Source: an optimization exercise on an open RTL-to-GDS flow (aim: small area). Production flows keep margins and buffers that such runs may drop.
At most, simulation tests tie the RTL to the original design; equivalence was not proved.
No activity file was given, so power comes from the tool's default toggle rates. The flow treats the clock pin as an ideal source, which a real chip does not have.

job 7332:
==> flow/design.v (excerpt) <==
module cic_filter# (
parameter INPUT_DATA_WIDTH = 16,
parameter DECIMATION_RATIO_R = 2048,
parameter NUMBER_OF_STAGES_N = 5,
parameter OUTPUT_DATA_WIDTH = 32
)(
    input wire i_clk,
    input wire i_resetn,
    input wire signed [INPUT_DATA_WIDTH - 1 : 0] i_data,
    output wire o_clk,
    output reg signed [OUTPUT_DATA_WIDTH - 1 : 0] o_data
);
localparam W  = 71;      
localparam SW = 12;      
localparam NS = 6;       
localparam QL = 208;     
reg [10:0] r_cnt;
always @(posedge i_clk or negedge i_resetn) begin
    if (~i_resetn) r_cnt <= 11'd0;
    else           r_cnt <= r_cnt + 11'd1;
end
assign o_clk = r_cnt[10];
reg r_ready;
always @(posedge i_clk or negedge i_resetn) begin
    if (~i_resetn) r_ready <= 1'b0;
    else           r_ready <= r_ready | r_cnt[9];
end
wire [NS-1:0] w_dump;
genvar gs;
generate
    for (gs = 0; gs < NS; gs = gs + 1) begin : DUMP
        assign w_dump[gs] = (r_cnt == 11'd1022 + gs);
    end
endgenerate
reg [3:0]    r_xd1;           
reg [NS-1:2] r_sgn;           
  ...
For scale: roughly 1700 cells after synthesis, roughly 1000 flip-flops, ~51 I/O pins, about 32000 µm² of cells after synthesis.
clock: 6.0 ns
lec_check: 0
cap_margin: 20
core_margin: 2
core_utilization: 40
slew_margin: 20
standard.sh (not shown) runs the stock make flow with config.mk's settings and CLKGATE_MAP_FILE= SYNTH_SCRIPT=/design/flow/synth_recipe.tcl, a recipe that flattens the netlist after the stock synthesis.
==> flow/flow/run.sh <==
#!/bin/bash
# Own layout flow: the standard ORFS flow (standard synthesis unchanged) with
#  - a clock tree of clkbuf_16 sink buffers on larger clusters and no dummy loads,
#  - the port buffers made with buf_1 instead of the default cell.
set -euo pipefail
cd "$(dirname "$0")/.."
CTS="-sink_clustering_enable -repair_clock_nets -buf_list sky130_fd_sc_hd__clkbuf_16"
CTS="$CTS -sink_clustering_size ${CTS_SIZE:-25} -sink_clustering_max_diameter ${CTS_DIAM:-60} -dont_use_dummy_load"
bash standard.sh "CTS_ARGS=$CTS" "BUFFER_PORTS_ARGS=-buffer_cell sky130_fd_sc_hd__buf_1" finish > standard_flow.log 2>&1
test -f out/final.def
Job 7332 completed end to end with timing, DRC and antenna clean.
Setup changes, job 7332 to job 4928
==> flow/flow/run.sh <==
#!/bin/bash
# Own layout flow: the standard ORFS flow (standard synthesis unchanged) with
#  - a clock tree of clkbuf_16 sink buffers on larger clusters and no dummy loads,
#  - the port buffers made with buf_1 instead of the default cell.
set -euo pipefail
cd "$(dirname "$0")/.."
CTS="-sink_clustering_enable -repair_clock_nets -buf_list sky130_fd_sc_hd__clkbuf_16"
CTS="$CTS -sink_clustering_size ${CTS_SIZE:-32} -sink_clustering_max_diameter ${CTS_DIAM:-120} -dont_use_dummy_load"
bash standard.sh "CTS_ARGS=$CTS" "BUFFER_PORTS_ARGS=-buffer_cell sky130_fd_sc_hd__buf_1" finish > standard_flow.log 2>&1
test -f out/final.def
[summary]
Job 4928 vs job 7332: H-tree depth reported by CTS down
On headroom to the max-slew limit, job 7332 and job 4928 are basically level.
Re cell count after synthesis: no difference whatsoever between job 4928 and job 7332.
The flow did not stop early for job 4928: all stages ran, and the layout cleared the timing, DRC and antenna checks.
Diff job 4928..job 7332 | number of port buffers | unchanged
## Diff of input files: job 5100 against job 4928
==> flow/run.sh (new file) <==
#!/bin/bash
# synth_recipe.tcl (not shown) runs the flow's synth.tcl, then flattens the netlist and writes it again
# the make line also repeats each setting of config.mk as NAME=value (left out here)
make -C /OpenROAD-flow-scripts/flow DESIGN_CONFIG=/design/flow/config.mk WORK_HOME=/design/flow/orfs CLKGATE_MAP_FILE= SYNTH_SCRIPT=/design/flow/synth_recipe.tcl finish
-- flow/config.mk --
<<< job 4928, line 9
export CORE_MARGIN = 2
export CORE_UTILIZATION = 40
export SLEW_MARGIN = 20
>>> job 5100, line 9
export CORE_MARGIN = 2
export CORE_UTILIZATION = 40
export CTS_BUF_LIST = sky130_fd_sc_hd__clkbuf_16
export CTS_CLUSTER_DIAMETER = 60
export CTS_CLUSTER_SIZE = 25
export SLEW_MARGIN = 20
removed: flow/flow/run.sh
removed: flow/standard.sh
### Flow results
Job 5100 reports its critical path launch point as r_cnt[9] while job 4928 reports r_cnt[7].
Compared with job 4928, job 5100 shows a count of clock buffers in the final design that is 34 higher.
Relative to job 4928, relative contribution of the clock network to total power has increased by 8.1 points in job 5100.
Job 4928 -> job 5100: synthesized area delta 0, exact match
Edits applied to the flow inputs when going from job 5100 to job 872:
-- flow/config.mk --
<<< job 5100, line 9
export CORE_MARGIN = 2
export CORE_UTILIZATION = 40
export CTS_BUF_LIST = sky130_fd_sc_hd__clkbuf_16
export CTS_CLUSTER_DIAMETER = 60
export CTS_CLUSTER_SIZE = 25
export SLEW_MARGIN = 20
>>> job 872, line 9
export CORE_MARGIN = 2
export CORE_UTILIZATION = 40
export CTS_BUF_LIST = sky130_fd_sc_hd__clkbuf_8
export CTS_CLUSTER_DIAMETER = 40
export CTS_CLUSTER_SIZE = 12
export SLEW_MARGIN = 20
Results
- [job 872 vs job 5100] number of buffers outside the clock class in the layout: lower in job 872
- Re via count normalized by instance count: job 872 is 0.013 down on job 5100.
- Job 872 closes out successfully: all stages finished, all timing, DRC and antenna checks passed.
- The lower detailed-route wire length on metal 1 came out of job 5100.
No functional check of the RTL was part of any run of this note.

* * *

== P ==
Another version of the RTL of cic_filter (not shown whole).
Size: roughly 1,700 cells after synthesis, about 51 I/O pins.
clock: 6.0 ns
lec_check: 0
abc_clock_period_in_ps: 6000
cap_margin: 20
core_margin: 2
core_utilization: 40
slew_margin: 20
==> flow/flow/run.sh <==
#!/bin/bash
# Own layout flow: the standard ORFS flow, with
#  - the standard synthesis unchanged (bash standard.sh synth), followed by
#    fa_polarity.py, which only moves inverters around full-adder cells
#    (flip-flops untouched), and the netlist is read into the flow again;
#  - a clock tree of clkbuf_16 sink buffers on larger clusters (clkbuf_8 above
#    them), no dummy loads;
#  - the port buffers made with buf_1.
# Each tool's output goes to a log file in this folder.
set -euo pipefail
cd "$(dirname "$0")/.."
R="$PWD/orfs/results/$FLOW_PLATFORM/cic_filter/base"
CTS="-sink_clustering_enable -repair_clock_nets -buf_list sky130_fd_sc_hd__clkbuf_8 -root_buf sky130_fd_sc_hd__clkbuf_8 -sink_clustering_buffer sky130_fd_sc_hd__clkbuf_16"
CTS="$CTS -sink_clustering_size 30 -sink_clustering_max_diameter 150 -dont_use_dummy_load"
ARGS=("CTS_ARGS=$CTS" "BUFFER_PORTS_ARGS=-buffer_cell sky130_fd_sc_hd__buf_1")

bash standard.sh "${ARGS[@]}" synth > flow_synth.log 2>&1
cp "$R/1_2_yosys.v" "$R/1_2_yosys_standard.v"
python3 flow/fa_polarity.py "$R/1_2_yosys_standard.v" "$R/1_2_yosys.v" > flow_fa_polarity.log 2>&1
touch "$R/1_2_yosys.v"
bash standard.sh "${ARGS[@]}" finish > flow_layout.log 2>&1
test -f out/final.def
Other scripts of this flow, unchanged in this note and not shown: flow/flow/fa_polarity.py
What Q does differently from P at the input level:
-- flow/config.mk --
<<< P, line 8
export ABC_CLOCK_PERIOD_IN_PS = 6000
>>> Q, line 8
Results
- Diff P..Q | non-clock buffer count | unchanged
- Area added between synthesis and finish came out exactly the same in Q and P.
- Re number of cells produced by synthesis: no difference whatsoever between Q and P.
- Diff P..Q | global-route total usage across every layer | unchanged
- Comparing Q against P, there is no change at all in total I/O pin count.
- Via count came out exactly the same in Q and P.
- Reported for Q and P, clock skew turned out identical to the last digit.
- Reported for Q and P, die area turned out identical to the last digit.
- Clock buffer and inverter area fraction after layout came out exactly the same in Q and P.

* * *

Starting RTL as in the previous note.
clock: 6.0 ns
lec_check: 0
cap_margin: 20
core_margin: 2
core_utilization: 60
place_density: 0.75
slew_margin: 20
==> flow/flow/run.sh <==
#!/bin/bash
# Own layout flow: the standard ORFS flow, with
#  - the standard synthesis unchanged (bash standard.sh synth), followed by
#    fa_polarity.py, which only moves inverters around full-adder cells
#    (flip-flops untouched), and the netlist is read into the flow again;
#  - a clock tree of clkbuf_16 sink buffers on larger clusters (clkbuf_8 above
#    them), no dummy loads;
#  - the port buffers made with buf_1.
# Each tool's output goes to a log file in this folder.
set -euo pipefail
cd "$(dirname "$0")/.."
R="$PWD/orfs/results/$FLOW_PLATFORM/cic_filter/base"
CTS="-sink_clustering_enable -repair_clock_nets -buf_list sky130_fd_sc_hd__clkbuf_8 -root_buf sky130_fd_sc_hd__clkbuf_8 -sink_clustering_buffer sky130_fd_sc_hd__clkbuf_16"
CTS="$CTS -sink_clustering_size 32 -sink_clustering_max_diameter 100 -dont_use_dummy_load"
ARGS=("CTS_ARGS=$CTS" "BUFFER_PORTS_ARGS=-buffer_cell sky130_fd_sc_hd__buf_1")

bash standard.sh "${ARGS[@]}" synth > flow_synth.log 2>&1
cp "$R/1_2_yosys.v" "$R/1_2_yosys_standard.v"
python3 flow/fa_polarity.py "$R/1_2_yosys_standard.v" "$R/1_2_yosys.v" > flow_fa_polarity.log 2>&1
touch "$R/1_2_yosys.v"
bash standard.sh "${ARGS[@]}" finish > flow_layout.log 2>&1
test -f out/final.def
Other scripts of this flow, unchanged in this note and not shown: flow/flow/fa_polarity.py
Change:
--- a/flow/flow/run.sh
+++ b/flow/flow/run.sh
@@ -12,5 +12,5 @@
 R="$PWD/orfs/results/$FLOW_PLATFORM/cic_filter/base"
 CTS="-sink_clustering_enable -repair_clock_nets -buf_list sky130_fd_sc_hd__clkbuf_8 -root_buf sky130_fd_sc_hd__clkbuf_8 -sink_clustering_buffer sky130_fd_sc_hd__clkbuf_16"
-CTS="$CTS -sink_clustering_size 32 -sink_clustering_max_diameter 100 -dont_use_dummy_load"
+CTS="$CTS -sink_clustering_size 30 -sink_clustering_max_diameter 150 -dont_use_dummy_load"
 ARGS=("CTS_ARGS=$CTS" "BUFFER_PORTS_ARGS=-buffer_cell sky130_fd_sc_hd__buf_1")
 
- CORE_UTILIZATION: 60 -> 40
- PLACE_DENSITY: 0.75 -> unset
Worst hold slack gets better by 0.016 ns.
Sequential share of layout area decreases by 0.94 points.
Global-route usage decreases by 5.1 points.
Flip-flop and latch count stays the same.
Die area increases by 49%.
Clock power increases by about 4%.
Power decreases by about 0.4%.
Synthesized cell count is unchanged.
Final area increases by about 1.4%.
Fmax increases by about 1.1%.
Setup slack gets better by 0.064 ns.

-- separate check: timing with driven ports --
How much do the figures lean on ideal ports? The routed layouts below were timed once more, with nothing changed but the port constraints. Step 1 sets driving cells, clkbuf_16 on the clock port and buf_2 on the other inputs (assumed; they add their load-dependent delay and slew). Step 2, shift: input delay + t, output delay - t, t = (earliest + latest rising clock arrival at the registers) / 2. This alone moves slack from input paths to output paths. Slacks: ideal ports / drivers / drivers and shift; pairs: ideal ports / drivers.
| run | t, ns | setup slack, ns | worst setup path at the end | worst slew at a driven data input, ns | pins driven straight from the clock port |
|---|---|---|---|---|---|
| job 7332 | 0.644 | 0.189 / 0.189 / 0.071 | input to register | 0.03 | 1 |
| job 4928 | 0.614 | 0.168 / 0.168 / 0.104 | input to register | 0.03 | 1 |
| job 5100 | 0.667 | 0.209 / 0.209 / -0.263 | input to register | 0.05 | 1 |
| job 872 | 0.780 | 0.201 / 0.201 / -0.246 | input to register | 0.05 | 1 |
| P | 0.734 | 0.220 / 0.220 / 0.220 | register to register | 0.07 | 1 |
| Q | 0.734 | 0.220 / 0.220 / 0.220 | register to register | 0.07 | 1 |
| the first run of note 3 | 0.698 | 0.170 / 0.170 / 0.170 | register to register | 0.05 | 1 |
| the second run of note 3 | 0.715 | 0.234 / 0.234 / 0.234 | register to register | 0.07 | 1 |
Met with ideal ports but missed after step 2: setup timing in job 5100 and job 872. The setup slack of job 5100, which loses most, moves by 0.000 ns with the drivers and by -0.472 ns with both steps.
